Background: an optimization exercise with open tools, aiming at small area, a short achievable clock period and few clock cycles per item. Do not read the settings as production practice. Function not checked in this run: the RTL went through the layout flow alone. Power figures rest on the tool's default switching activity, not on a simulated workload.

==> design/flow/design.v <==
module SelectionSort_custom_SIMD_instruction (clk, reset, 
	in_v, rd, vrd1, vrd2, 
		in_data, in_vdata1, in_vdata2, 
	out_v, out_rd, out_vrd1, out_vrd2, 
		out_data, out_vdata1, out_vdata2);
	input clk, reset;
	input in_v;
	input [4:0] rd;
	input [2:0] vrd1, vrd2;			
	input [32-1:0] in_data;
	input [256-1:0] in_vdata1, in_vdata2;	
	output out_v;
	output [4:0] out_rd;
	output [2:0] out_vrd1, out_vrd2;	
	output  [32-1:0] out_data;
	output [256-1:0] out_vdata1, out_vdata2;
	reg [13-1:0] valid_sr;
	reg [5*13-1:0] rd_sr; 
	reg [3*13-1:0] vrd1_sr, vrd2_sr;
	always @(posedge clk) begin
		if (reset) begin
			valid_sr<=0; rd_sr<=0; vrd1_sr<=0; vrd2_sr<=0;
		end else begin
			valid_sr<= (valid_sr<<1)|in_v;			
			  rd_sr <= (   rd_sr<<5)| rd;
			vrd1_sr <= ( vrd1_sr<<3)|vrd1; 
			vrd2_sr <= ( vrd2_sr<<3)|vrd2;
		end
	end
	assign out_v   =valid_sr[  13-1];
	assign out_rd  =   rd_sr[5*13-1-:5];
	assign out_vrd1= vrd1_sr[3*13-1-:3]; 
	assign out_vrd2= vrd2_sr[3*13-1-:3];
	wire [255:0] in_valid, out_valid;
	assign in_valid = in_v ? in_vdata1 : 0;
	assign out_vdata1 = out_v ? out_valid : 0;
	SelectionSort selection_sort(.clock(clk), .in(in_valid), .out(out_valid));
	assign out_data = 0;
	assign out_vdata2 = 0;
endmodule  
module SelectionSort
(
  input wire clock,
  input wire [255:0] in,
  output wire [255:0] out
);
  wire [31:0] in_array [7:0];
  wire [31:0] out_array [7:0];
  wire [31:0] intermediate [95:0];
  genvar i;
  for (i=0; i<8; i=i+1) begin
    assign in_array[i] = in[((i+1)*32)-1 -: 32];
  end
  genvar j;
  for (j=0; j<8; j=j+1) begin
    assign out[((j+1)*32)-1 -: 32] = out_array[j];
  end
  CAS_unit cas0_1(clock, in_array[0], in_array[1], intermediate[0], intermediate[1]);
  SR_module nopx_1(clock, in_array[2], intermediate[2]);
  SR_module nopx_2(clock, in_array[3], intermediate[3]);
  SR_module nopx_3(clock, in_array[4], intermediate[4]);
  SR_module nopx_4(clock, in_array[5], intermediate[5]);
  SR_module nopx_5(clock, in_array[6], intermediate[6]);
  SR_module nopx_6(clock, in_array[7], intermediate[7]);
  CAS_unit cas0_2(clock, intermediate[0], intermediate[2], intermediate[8], intermediate[10]);
  SR_module nopx_7(clock, intermediate[1], intermediate[9]);
  SR_module nopx_8(clock, intermediate[3], intermediate[11]);
  SR_module nopx_9(clock, intermediate[4], intermediate[12]);
  SR_module nopx_10(clock, intermediate[5], intermediate[13]);
  SR_module nopx_11(clock, intermediate[6], intermediate[14]);
  SR_module nopx_12(clock, intermediate[7], intermediate[15]);
  CAS_unit cas0_3(clock, intermediate[8], intermediate[11], intermediate[16], intermediate[19]);
  CAS_unit cas4(clock, intermediate[9], intermediate[10], intermediate[17], intermediate[18]);
  SR_module nopx_13(clock, intermediate[12], intermediate[20]);
  SR_module nopx_14(clock, intermediate[13], intermediate[21]);
  SR_module nopx_15(clock, intermediate[14], intermediate[22]);
  SR_module nopx_16(clock, intermediate[15], intermediate[23]);
  CAS_unit cas0_4(clock, intermediate[16], intermediate[20], intermediate[24], intermediate[28]);
  CAS_unit cas6(clock, intermediate[17], intermediate[19], intermediate[25], intermediate[27]);
  SR_module nop17(clock, intermediate[18], intermediate[26]);
  SR_module nop18(clock, intermediate[21], intermediate[29]);
  SR_module nop19(clock, intermediate[22], intermediate[30]);
  SR_module nop20(clock, intermediate[23], intermediate[31]);
  CAS_unit cas0_5(clock, intermediate[24], intermediate[29], intermediate[32], intermediate[37]);
  CAS_unit cas8(clock, intermediate[25], intermediate[28], intermediate[33], intermediate[36]);
  CAS_unit cas9(clock, intermediate[26], intermediate[27], intermediate[34], intermediate[35]);
  SR_module nop21(clock, intermediate[30], intermediate[38]);
  SR_module nop22(clock, intermediate[31], intermediate[39]);
  CAS_unit cas0_6(clock, intermediate[32], intermediate[38], intermediate[40], intermediate[46]);
  CAS_unit cas11(clock, intermediate[33], intermediate[37], intermediate[41], intermediate[45]);
  CAS_unit cas12(clock, intermediate[34], intermediate[36], intermediate[42], intermediate[44]);
  SR_module nop23(clock, intermediate[35], intermediate[43]);
  SR_module nop24(clock, intermediate[39], intermediate[47]);
  CAS_unit cas0_7(clock, intermediate[40], intermediate[47], intermediate[48], intermediate[55]);
  CAS_unit cas14(clock, intermediate[41], intermediate[46], intermediate[49], intermediate[54]);
  CAS_unit cas15(clock, intermediate[42], intermediate[45], intermediate[50], intermediate[53]);
  CAS_unit cas16(clock, intermediate[43], intermediate[44], intermediate[51], intermediate[52]);
  SR_module nop0_1(clock, intermediate[48], intermediate[56]);
  CAS_unit cas17(clock, intermediate[49], intermediate[55], intermediate[57], intermediate[63]);
  CAS_unit cas18(clock, intermediate[50], intermediate[54], intermediate[58], intermediate[62]);
  CAS_unit cas19(clock, intermediate[51], intermediate[53], intermediate[59], intermediate[61]);
  SR_module nop26(clock, intermediate[52], intermediate[60]);
  SR_module nop0_2(clock, intermediate[56], intermediate[64]);
  SR_module nop28(clock, intermediate[57], intermediate[65]);
  CAS_unit cas20(clock, intermediate[58], intermediate[63], intermediate[66], intermediate[71]);
  CAS_unit cas21(clock, intermediate[59], intermediate[62], intermediate[67], intermediate[70]);
  CAS_unit cas22(clock, intermediate[60], intermediate[61], intermediate[68], intermediate[69]);
  SR_module nop0_3(clock, intermediate[64], intermediate[72]);
  SR_module nop30(clock, intermediate[65], intermediate[73]);
  SR_module nop31(clock, intermediate[66], intermediate[74]);
  CAS_unit cas23(clock, intermediate[67], intermediate[71], intermediate[75], intermediate[79]);
  CAS_unit cas24(clock, intermediate[68], intermediate[70], intermediate[76], intermediate[78]);
  SR_module nop32(clock, intermediate[69], intermediate[77]);
  SR_module nop0_4(clock, intermediate[72], intermediate[80]);
  SR_module nop34(clock, intermediate[73], intermediate[81]);
  SR_module nop35(clock, intermediate[74], intermediate[82]);
  SR_module nop36(clock, intermediate[75], intermediate[83]);
  CAS_unit cas25(clock, intermediate[76], intermediate[79], intermediate[84], intermediate[87]);
  CAS_unit cas26(clock, intermediate[77], intermediate[78], intermediate[85], intermediate[86]);
  SR_module nop0_5(clock, intermediate[80], intermediate[88]);
  SR_module nop38(clock, intermediate[81], intermediate[89]);
  SR_module nop39(clock, intermediate[82], intermediate[90]);
  SR_module nop40(clock, intermediate[83], intermediate[91]);
  SR_module nop41(clock, intermediate[84], intermediate[92]);
  CAS_unit cas27(clock, intermediate[85], intermediate[87], intermediate[93], intermediate[95]);
  SR_module nop42(clock, intermediate[86], intermediate[94]);
  SR_module nop0_6(clock, intermediate[88], out_array[0]);
  SR_module nop44(clock, intermediate[89], out_array[1]);
  SR_module nop45(clock, intermediate[90], out_array[2]);
  SR_module nop46(clock, intermediate[91], out_array[3]);
  SR_module nop47(clock, intermediate[92], out_array[4]);
  SR_module nop48(clock, intermediate[93], out_array[5]);
  CAS_unit cas28(clock, intermediate[94], intermediate[95], out_array[6], out_array[7]);
endmodule
module CAS_unit(clk, inA, inB, outA, outB);
	input clk;
	input [31:0] inA;
	input [31:0] inB;
	output reg [31:0] outA;
	output reg [31:0] outB;
	always @(posedge clk) begin
		if (inA<inB) begin
			outA<=inA; outB<=inB;
		end else begin
			outB<=inA; outA<=inB;
		end
	end
endmodule  
module SR_module(clk, din, dout);
	input clk;
	input      [31:0] din;
	output reg [31:0] dout;
	always @(posedge clk) dout<=din;
endmodule  
==> design/flow/run.sh <==
#!/bin/bash
# synth_recipe.tcl (not shown) runs the flow's synth.tcl, then flattens the netlist and writes it again
# the make line also repeats each setting of config.mk as NAME=value (left out here)
make -C /OpenROAD-flow-scripts/flow DESIGN_CONFIG=/design/flow/config.mk WORK_HOME=/design/flow/orfs CLKGATE_MAP_FILE= SYNTH_SCRIPT=/design/flow/synth_recipe.tcl finish
==> design/flow/config.mk <==
export PLATFORM = sky130hd
export DESIGN_NAME = SelectionSort_custom_SIMD_instruction
export DESIGN_NICKNAME = SelectionSort_custom_SIMD_instruction
export VERILOG_FILES = /design/flow/design.v
export SDC_FILE = /design/flow/constraint.sdc
export NUM_CORES = 4
export LEC_CHECK = 0
export CAP_MARGIN = 20
export CORE_MARGIN = 2
export CORE_UTILIZATION = 45
export SLEW_MARGIN = 20
==> design/flow/constraint.sdc <==
create_clock -name core_clock -period 4.5 [get_ports {clk}]
set_input_delay 0.9000 -clock core_clock [delete_from_list [all_inputs] [get_ports {clk}]]
set_output_delay 0.9000 -clock core_clock [all_outputs]
set_load 0.01 [all_outputs]
==> metrics.log <==
[metrics] Max Transition Viols Final: 0
[metrics] data required time of the critical path: 3.60 ns
[metrics] slowest CP cell: sky130_fd_sc_hd__dfxtp_4
[metrics] layout cells sized above 1: 21.8%
[metrics] post-route clock skew: 0.0731 ns
[metrics] total track usage: 19.0%
[metrics] total number of vias: 65000
[metrics] area enclosed by the die boundary: 269000 um^2
[metrics] number of buffers created by CTS: 351
[metrics] maximum buffer depth of the clock tree: 4
[metrics] number of failing setup endpoints in the final timing report: 0
[metrics] warnings from Yosys: 4
[metrics] worst slew slack as a fraction of its limit: 27.0%
[metrics] minimum setup slack after placement: 0.323 ns
[metrics] cell family with the largest share of critical-path delay: buffers and inverters
[metrics] Min Hold Slack: 0.290 ns
[metrics] via count of the first global-routing pass: 66200
[metrics] Hold Vio Cnt, Final: 0
[metrics] Final Critical Period: 3.74 ns
[metrics] wire length of the first global-routing pass: 395000 um
[metrics] number of different library cells in the post-synthesis netlist: 56
[metrics] Power per Cell Area: 820 nW/um^2
[metrics] Setup Buffers After CTS: 0
[metrics] width of the chip: 519 um
[metrics] Crit Path Category: flop to output port
[metrics] class of the tightest hold or removal check: flop to flop
[metrics] gr ovfl total: 0
[metrics] starting utilization of the core area: 45.3%
[metrics] async set-reset flop share out of synthesis: 0%
[metrics] average routed wire per standard cell: 18.6 um
[metrics] root buf cell: sky130_fd_sc_hd__clkbuf_16
[metrics] Post-Route WL: 261000 um
[metrics] Total Nets Final: 11700
[metrics] transition time of the tightest slew-check pin: 1.09 ns
[metrics] top flop regs: rd_sr x65, vrd1_sr x39, vrd2_sr x39
[metrics] number of flops mapped to enable cells by yosys: 0
[metrics] count of mapped cells out of synthesis: 9544
[metrics] Slowest Stage Delay on Critical Path: 0.62 ns
[metrics] number of routed nets with antenna violations: 0
[metrics] total of max-cap violations: 0
[metrics] final weighted congestion of routability-driven global placement: 0.869
[metrics] kind of start point of the critical path: flop
[metrics] clock latency reported for the late side of the worst-skew pair: 0.91 ns
[metrics] cell-by-cell listing of the critical path: buf_12, and2_1, clkdlybuf4s50_1
[metrics] maximum number of pins on one net before global-route repair: 113
[metrics] WP data arrival: 2.84 ns
[metrics] unrepaired setup endpoints after global routing: no
[metrics] clock-pin slew on the worst setup and hold paths: 0.06 ns
[metrics] number of synthesized register bits: 3484
[metrics] via density per instance: 4.63
[metrics] CP Buf/Inv Count: 2
[metrics] number of antenna violations at the first check in global routing: 18
[metrics] fill cell total of the finished layout: 22500
[metrics] clock tree from TritonCTS: built
[metrics] highest ir drop seen on vdd: 0.000647 V
[metrics] area growth from synthesis to final layout: 16.9%
[metrics] final total negative setup slack: 0 ns
[metrics] post-detailed-placement half-perimeter wirelength: 203000 um
[metrics] portion of the clock cycle consumed by the worst path in the final layout: 83.1%
[metrics] Crit Path Max Fanout: 109
[metrics] floorplan row count: 188
[metrics] status: finished clean
[metrics] static leakage power: 0.0609 uW
[metrics] count of H-tree levels built during CTS: 5
[metrics] DIE HEIGHT: 519 um
[metrics] Port Buffers: 537
[metrics] First DRT Iteration DRCs: 2317
[metrics] post-route setup slack: 0.761 ns
[metrics] Power Total: 114000 uW
[metrics] achievable frequency: 267 MHz
[metrics] number of cells upsized or downsized after cts: 0
[metrics] clk sink count: 3484
[metrics] portion of the post-synthesis area used by sequential elements: 58.5%
[metrics] count of boundary I/O pins: 1114
[metrics] max reg flops: 65
[metrics] CTS Hold Bufs: 0
[metrics] Core Region: 263000 um^2
[metrics] total standard cell area after synthesis: 119000 um^2
[metrics] first-pass detailed-route iteration total: 5
[metrics] crit path capture type: output port
[metrics] remaining routing DRC violations: 0
[metrics] most flop-heavy register: rd_sr
[metrics] top flip-flop cell by instance count after synthesis: sky130_fd_sc_hd__dfxtp_1
[metrics] Post-Synthesis Mean Instance Area: 12.5 um^2
==> stage by stage <==
stage | instance area, um^2 | util (%) | instances
after CTS | 139000 | 52.9 | 14000
after global placement | 127000 | 48.3 | 13400
after detailed placement | 127000 | 48.3 | 13400
final | 139000 | 53.0 | 14000
after global routing | 139000 | 53.0 | 14000
after floorplan | 120000 | - | 9831
==> final cells by class <==
cell class | instances | area, um^2 | area share (%)
multi-input cells | 4931 | 43600 | 31.3
well taps | 3515 | 4400 | 3.16
diodes | 16 | 40.0 | 0.0287
clock inverters | 166 | 2310 | 1.66
flip-flops and latches | 3484 | 69800 | 50.1
clock buffers | 470 | 9980 | 7.16
repair buffers | 590 | 5950 | 4.27
inverters | 873 | 3280 | 2.35
==> cells by family (layout without fill, tap and decap cells) <==
family	count (synthesis)	count (layout)	synth area share (%)
AO/OA/AOI/OAI	699	699	3.55
other	1	304	0.00315
adder cells (fa/ha/maj)	868	868	9.11
flip-flops	3484	3484	58.5
multiplexers	1792	1792	16.9
AND/OR/NAND/NOR	1284	1284	6.11
buffers and inverters	1416	2099	5.84
==> metal layers <==
metal	part of all wire, %	vias up	GRT usage, %
li1	-	32900	-
met1	49	30500	26.7
met2	44	1123	30.1
met3	3.5	412	2.82
met4	2.7	0	5.63
met5	0	-	0
==> report_power, final <==
| group | internal, uW | switching, uW |
|---|---|---|
| logic | 18800 | 17900 |
| clock network | 18200 | 12000 |
| registers | 41000 | 6430 |
==> worst paths after layout <==
kind	end	startpoint	slack [ns]	cells after the start
max	out_vdata1[34]	valid_sr[12]	0.76	3
min	selection_sort.nop26.dout[5]	selection_sort.cas16.outB[5]	0.29	0
max reg2reg	selection_sort.cas11.outB[28]	selection_sort.cas0_5.outB[29]	0.85	9
min reg2reg	selection_sort.nop26.dout[5]	selection_sort.cas16.outB[5]	0.29	0
==> synthesized netlist by cell type, drive strengths merged, types with 11 or more instances <==
cell type / instances / area share, %
nor2: 129 / 0.42
o21ai: 164 / 0.69
a21oi: 294 / 1.2
clkbuf: 72 / 0.23
and4: 20 / 0.15
nor2b: 172 / 0.90
and2: 453 / 2.4
a221oi: 31 / 0.23
and3: 11 / 0.062
inv: 873 / 2.7
nor4: 37 / 0.26
a211o: 12 / 0.088
dfxtp: 3484 / 59
buf: 471 / 2.9
mux2i: 64 / 0.54
nor3: 24 / 0.21
a211oi: 17 / 0.12
o21a: 11 / 0.069
nand2b: 28 / 0.15
a21o: 84 / 0.53
nand2: 253 / 0.80
a221o: 13 / 0.11
nand3: 45 / 0.19
ha: 868 / 9.1
nand4: 104 / 0.55
mux2: 1728 / 16
a31oi: 32 / 0.18
a2111oi: 18 / 0.15
==> cells in the final DEF, fill, tap and decap left out, types with 45 or more instances in the layout <==
cell	synthesis	layout
sky130_fd_sc_hd__o21ai_0	149	149
sky130_fd_sc_hd__a21oi_1	293	293
sky130_fd_sc_hd__inv_1	873	873
sky130_fd_sc_hd__nand3_1	45	45
sky130_fd_sc_hd__clkbuf_8	0	64
sky130_fd_sc_hd__nand4_1	104	104
sky130_fd_sc_hd__clkbuf_1	72	50
sky130_fd_sc_hd__and2_1	448	448
sky130_fd_sc_hd__nor2b_1	172	172
sky130_fd_sc_hd__clkdlybuf4s50_1	0	535
sky130_fd_sc_hd__clkinv_2	0	68
sky130_fd_sc_hd__ha_1	868	868
sky130_fd_sc_hd__clkbuf_16	0	356
sky130_fd_sc_hd__conb_1	1	288
sky130_fd_sc_hd__mux2_1	117	117
sky130_fd_sc_hd__a21o_1	84	84
sky130_fd_sc_hd__nor2_1	124	124
sky130_fd_sc_hd__dfxtp_1	3484	3483
sky130_fd_sc_hd__nand2_1	253	253
sky130_fd_sc_hd__mux2_2	1611	1611
sky130_fd_sc_hd__mux2i_1	64	64

## afterwards: timing with drivers on the ports
How much do the figures lean on ideal ports? The routed layout below was timed once more, with nothing changed but the port constraints.
Step 1: set_driving_cell puts a clkbuf_16 on clk and a buf_2 on each other input, an assumption about the parent block.
Step 2, shift: input delay + t, output delay - t, t = (earliest + latest rising clock arrival at the registers) / 2. This alone moves slack from input paths to output paths.
Slacks: ideal ports / drivers / drivers and shift; pairs: ideal ports / drivers.
t, ns: 0.964
slack for setup (ns): 0.761 / 0.661 / 0.417
hold slack, ns: 0.290 / 0.290 / 0.290
latest minus earliest clock arrival (ns): 0.086 / 0.086
worst data-port slew with drivers (ns): 0.09
After both steps setup and hold are still met in this run. For this run, drivers alone change the setup slack by -0.100 ns; drivers and shift together by -0.344 ns.
